This design comes from an exercise in tuning for small area on the open sky130 flow, not from production work.
In this exercise RTL edits were held to simulation tests only and were not proved equivalent to the original.
Power is estimated from default activity; no workload was simulated.

## v6
// tv80s
module tv80s ( 
  m1_n, mreq_n, iorq_n, rd_n, wr_n, rfsh_n, halt_n, busak_n, A, dout, 
  reset_n, clk, wait_n, int_n, nmi_n, busrq_n, di
  );
  parameter Mode = 0;     
  parameter T2Write = 1;  
  parameter IOWait  = 1;  
  input         reset_n; 
  input         clk; 
  input         wait_n; 
  input         int_n; 
  input         nmi_n; 
  input         busrq_n; 
  output        m1_n; 
  output        mreq_n; 
  output        iorq_n; 
  output        rd_n; 
  output        wr_n; 
  output        rfsh_n; 
  output        halt_n; 
  output        busak_n; 
  output [15:0] A;
  input [7:0]   di;
  output [7:0]  dout;
  reg           mreq_n; 
  reg           iorq_n; 
  reg           rd_n; 
  reg           wr_n; 
  wire          cen;
  wire          intcycle_n;
  wire          no_read;
  wire          write;
  wire          iorq;
  reg [7:0]     di_reg;
  wire [6:0]    mcycle;
  wire [6:0]    tstate;
  assign    cen = 1;
  tv80_core #(Mode, IOWait) i_tv80_core
    (
     .cen (cen),
     .m1_n (m1_n),
     .iorq (iorq),
     .no_read (no_read),
  ...
Size in the first run: roughly 2700 cells after synthesis, ~360 flip-flops, about 46 I/O pins.
export LEC_CHECK = 0
export CAP_MARGIN = 10
export CORE_MARGIN = 2
export CORE_UTILIZATION = 40
export GPL_TIMING_DRIVEN = 0
export SLEW_MARGIN = 0
create_clock -name core_clock -period 14.0 [get_ports {clk}]
standard.sh (not shown) runs the stock make flow with config.mk's settings and CLKGATE_MAP_FILE= SYNTH_SCRIPT=/design/flow/synth_recipe.tcl, a recipe that flattens the netlist after the stock synthesis.
==> flow/flow/run.sh <==
#!/bin/bash
# Layout flow: the standard ORFS flow (standard.sh) with an area-oriented synthesis:
#  - ABC maps the combinational logic with flow/abc_area.script instead of ORFS's
#    delay-oriented script (no buffering or upsizing at synthesis),
#  - adders use a ripple-carry $lcu (flow/lcu_ripple.v) instead of Kogge-Stone,
#    and are left to ABC rather than mapped to full/half-adder cells.
# After synthesis: the standard flow's own steps, except port buffers of the smallest buffer cell,
# and clock-tree options from flow/cts_args (smaller clock buffers, no dummy loads).
# Flip-flop mapping and register names are the standard flow's own.
set -euo pipefail
W=$PWD
ABC_SCRIPT=$W/flow/abc_area.script

# ORFS synth.tcl with only the abc call's script replaced
sed 's#log_cmd abc {\*}$abc_args#log_cmd abc -script '"$ABC_SCRIPT"' {*}[lrange $abc_args 2 end]#' \
  "$FLOW_HOME/scripts/synth.tcl" > "$W/synth_area.tcl"
grep -q "abc -script $ABC_SCRIPT" "$W/synth_area.tcl"

# synth_recipe.tcl, sourcing the patched synth.tcl
sed 's#^source \$::env(SCRIPTS_DIR)/synth.tcl$#source '"$W"'/synth_area.tcl#' \
  "$W/synth_recipe.tcl" > "$W/synth_recipe_area.tcl"
grep -q "synth_area.tcl" "$W/synth_recipe_area.tcl"

# standard.sh, using the patched synthesis script and no adder-cell mapping
sed -e 's#SYNTH_SCRIPT=[^ ]*#SYNTH_SCRIPT='"$W"'/synth_recipe_area.tcl#' \
    -e 's#CLKGATE_MAP_FILE= #CLKGATE_MAP_FILE= ADDER_MAP_FILE= #' \
  "$W/standard.sh" > "$W/standard_area.sh"
grep -q "synth_recipe_area.tcl" "$W/standard_area.sh"
grep -q "ADDER_MAP_FILE= " "$W/standard_area.sh"

export SYNTH_OPERATIONS_ARGS="-extra-map $W/flow/lcu_ripple.v"
# input and output port buffers: the smallest buffer cell
export BUFFER_PORTS_ARGS="-buffer_cell sky130_fd_sc_hd__buf_1"
if [[ -f $W/flow/cts_args ]]; then
  export CTS_ARGS="$(cat $W/flow/cts_args)"
fi

bash "$W/standard_area.sh" ${ORFS_TARGETS:-finish} > "$W/flow_make.log" 2>&1
==> flow/flow/cts_args <==
-sink_clustering_enable -repair_clock_nets -buf_list "sky130_fd_sc_hd__clkbuf_4" -sink_clustering_size 8 -sink_clustering_max_diameter 60 -dont_use_dummy_load
Other scripts of this flow, unchanged in this note and not shown: flow/flow/abc_area.script, flow/flow/lcu_ripple.v
v6 went all the way through synthesis, placement and routing and the layout is clean on timing, DRC and antenna.
Setup changes, v6 to v7
- CAP_MARGIN now 20, was 10
- SLEW_MARGIN now 10, was 0
==> flow/flow/cts_args <==
-sink_clustering_enable -repair_clock_nets -buf_list "sky130_fd_sc_hd__clkbuf_8" -sink_clustering_size 12 -sink_clustering_max_diameter 80 -dont_use_dummy_load
Worst hold slack delta (v6 -> v7): insignificant
Higher leakage dissipation goes to v7 over v6.
[v7] final worst slack fell 91 ps relative to v6
Sum of routed wire segments on met1: v7 < v6
Looking at worst slack at placement across both flows, v7 is the stronger of the two, with v6 trailing.
| total clock buffers created by CTS | v7 vs v6 | 16 lower |
Diff v7..v6 | via count | negligible

* * *

tv80s again, from the RTL that the note above started with.
## tv80s
module tv80s ( 
  m1_n, mreq_n, iorq_n, rd_n, wr_n, rfsh_n, halt_n, busak_n, A, dout, 
  reset_n, clk, wait_n, int_n, nmi_n, busrq_n, di
  );
  parameter Mode = 0;     
  parameter T2Write = 1;  
  parameter IOWait  = 1;  
  input         reset_n; 
  input         clk; 
  input         wait_n; 
  input         int_n; 
  input         nmi_n; 
  input         busrq_n; 
  output        m1_n; 
  output        mreq_n; 
  output        iorq_n; 
  output        rd_n; 
  output        wr_n; 
  output        rfsh_n; 
  output        halt_n; 
  output        busak_n; 
  output [15:0] A;
  input [7:0]   di;
  output [7:0]  dout;
  reg           mreq_n; 
  reg           iorq_n; 
  reg           rd_n; 
  reg           wr_n; 
  wire          cen;
  wire          intcycle_n;
  wire          no_read;
  wire          write;
  wire          iorq;
  reg [7:0]     di_reg;
  wire [6:0]    mcycle;
  wire [6:0]    tstate;
  assign    cen = 1;
  tv80_core #(Mode, IOWait) i_tv80_core
    (
     .cen (cen),
     .m1_n (m1_n),
     .iorq (iorq),
     .no_read (no_read),
     .write (write),
     .rfsh_n (rfsh_n),
     .halt_n (halt_n),
     .wait_n (wait_n),
     .int_n (int_n),
     .nmi_n (nmi_n),
     .reset_n (reset_n),
     .busrq_n (busrq_n),
     .busak_n (busak_n),
     .clk (clk),
     .IntE (),
     .stop (),
     .A (A),
     .dinst (di),
     .di (di_reg),
     .dout (dout),
     .mc (mcycle),
     .ts (tstate),
     .intcycle_n (intcycle_n)
     );  
  always @(posedge clk)
    begin
        begin
          rd_n <= 1'b1;
          wr_n <= 1'b1;
          iorq_n <= 1'b1;
          mreq_n <= 1'b1;
          if (mcycle[0])
            begin
  ...
clock: 14.0 ns
lec_check: 0
cap_margin: 20
core_margin: 2
core_utilization: 40
gpl_timing_driven: 0
slew_margin: 0
==> flow/flow/abc_area.script <==
&get -n
&st
&deepsyn -T 60 -I 4
&dch -f
&nf -a -F 8 -A 4 -R 1000
&put
==> flow/flow/cts_args <==
-sink_clustering_enable -repair_clock_nets -buf_list "sky130_fd_sc_hd__clkbuf_4" -sink_clustering_size 8 -sink_clustering_max_diameter 60 -dont_use_dummy_load
==> flow/flow/lcu_ripple.v <==
(* techmap_celltype = "$lcu" *)
module _80_lcu_ripple (P, G, CI, CO);
	parameter WIDTH = 2;

	(* force_downto *)
	input [WIDTH-1:0] P, G;
	input CI;

	(* force_downto *)
	output [WIDTH-1:0] CO;

	integer i;
	(* force_downto *)
	reg [WIDTH-1:0] g;

	wire [1023:0] _TECHMAP_DO_ = "proc; opt -fast";

	always @* begin
		g = G;
		g[0] = g[0] | (P[0] & CI);
		for (i = 1; i < WIDTH; i = i + 1)
			g[i] = g[i] | P[i] & g[i - 1];
	end

	assign CO = g;
endmodule
Scripts as last shown in full above: flow/flow/run.sh
==> next run, changes <==
--- a/flow/config.mk
+++ b/flow/config.mk
@@ -6,5 +6,5 @@
 export NUM_CORES = 4
 export LEC_CHECK = 0
-export CAP_MARGIN = 20
+export CAP_MARGIN = 0
 export CORE_MARGIN = 2
 export CORE_UTILIZATION = 40
Effect:
- With this change the flow finished but fails on max-capacitance violations, max-slew violations
- final area is lower by 0.90%
- routed wire length stays flat
- flip-flop and latch count is unchanged
- first-iteration DRC count is higher by 1.6%
- area after synthesis does not change
- count of clock-buffer cells in the layout is lower by 1
==> next run, changes <==
--- a/flow/config.mk
+++ b/flow/config.mk
@@ -6,7 +6,7 @@
 export NUM_CORES = 4
 export LEC_CHECK = 0
-export CAP_MARGIN = 0
+export CAP_MARGIN = 20
 export CORE_MARGIN = 2
 export CORE_UTILIZATION = 40
 export GPL_TIMING_DRIVEN = 0
-export SLEW_MARGIN = 0
+export SLEW_MARGIN = 10
After rerunning: The new run passed the timing, design-rule and antenna checks. Clock power grows slightly. Cell area grows slightly. Flip-flop and latch count stays the same. Cell count grows slightly.
==> next run, changes <==
==> flow/flow/cts_args (replaced) <==
-sink_clustering_enable -repair_clock_nets -buf_list "sky130_fd_sc_hd__clkbuf_8" -sink_clustering_size 12 -sink_clustering_max_diameter 80 -dont_use_dummy_load
--- a/flow/config.mk
+++ b/flow/config.mk
@@ -10,3 +10,3 @@
 export CORE_UTILIZATION = 40
 export GPL_TIMING_DRIVEN = 0
-export SLEW_MARGIN = 10
+export SLEW_MARGIN = 0
The changed run completed without violations.
Synthesized area is unchanged.
Non-clock buffer count goes down by 11.
Count of clock-buffer cells in the layout goes down by 15.
Hold slack is about the same.
Final area stays flat.
Clock power goes up by 11%.
Via count goes down by 0.92%.
First-iteration DRC count goes down by 3.8%.
Wire length goes down by 0.60%.

-- afterwards: timing with drivers on the ports --
The results above use ideal ports. As a check the final layouts listed here were re-extracted and re-timed, cells and wires unchanged.
Step 1 assumes that a clkbuf_16 drives the clock port and a buf_2 every other input.
Step 2 adds t to the input delays and takes it off the output delays; t is the mean of the earliest and latest rising clock arrival at the registers after step 1. Input paths then give back, and output paths get back, about the clock's delay inside the block.
Slacks: no drivers / after step 1 / after step 2; pairs: no drivers / after step 1.
run | t (ns) | setup WS [ns] | slew at the worst register clock pin (ns) | worst slew at a driven data input, ns | cell pins on the clock port's net
v6 | 0.879 | 0.951 / 0.951 / 0.951 | 0.12 / 0.12 | 0.06 | 1
v7 | 0.688 | 0.860 / 0.860 / 0.860 | 0.11 / 0.11 | 0.07 | 1
the first run of note 2 | 0.841 | 1.098 / 1.098 / 1.098 | 0.12 / 0.12 | 0.07 | 1
the second run of note 2 | 0.859 | 0.892 / 0.892 / 0.892 | 0.11 / 0.11 | 0.07 | 1
the third run of note 2 | 0.871 | 0.868 / 0.868 / 0.868 | 0.12 / 0.12 | 0.07 | 1
the fourth run of note 2 | 0.689 | 1.104 / 1.104 / 1.104 | 0.10 / 0.10 | 0.07 | 1
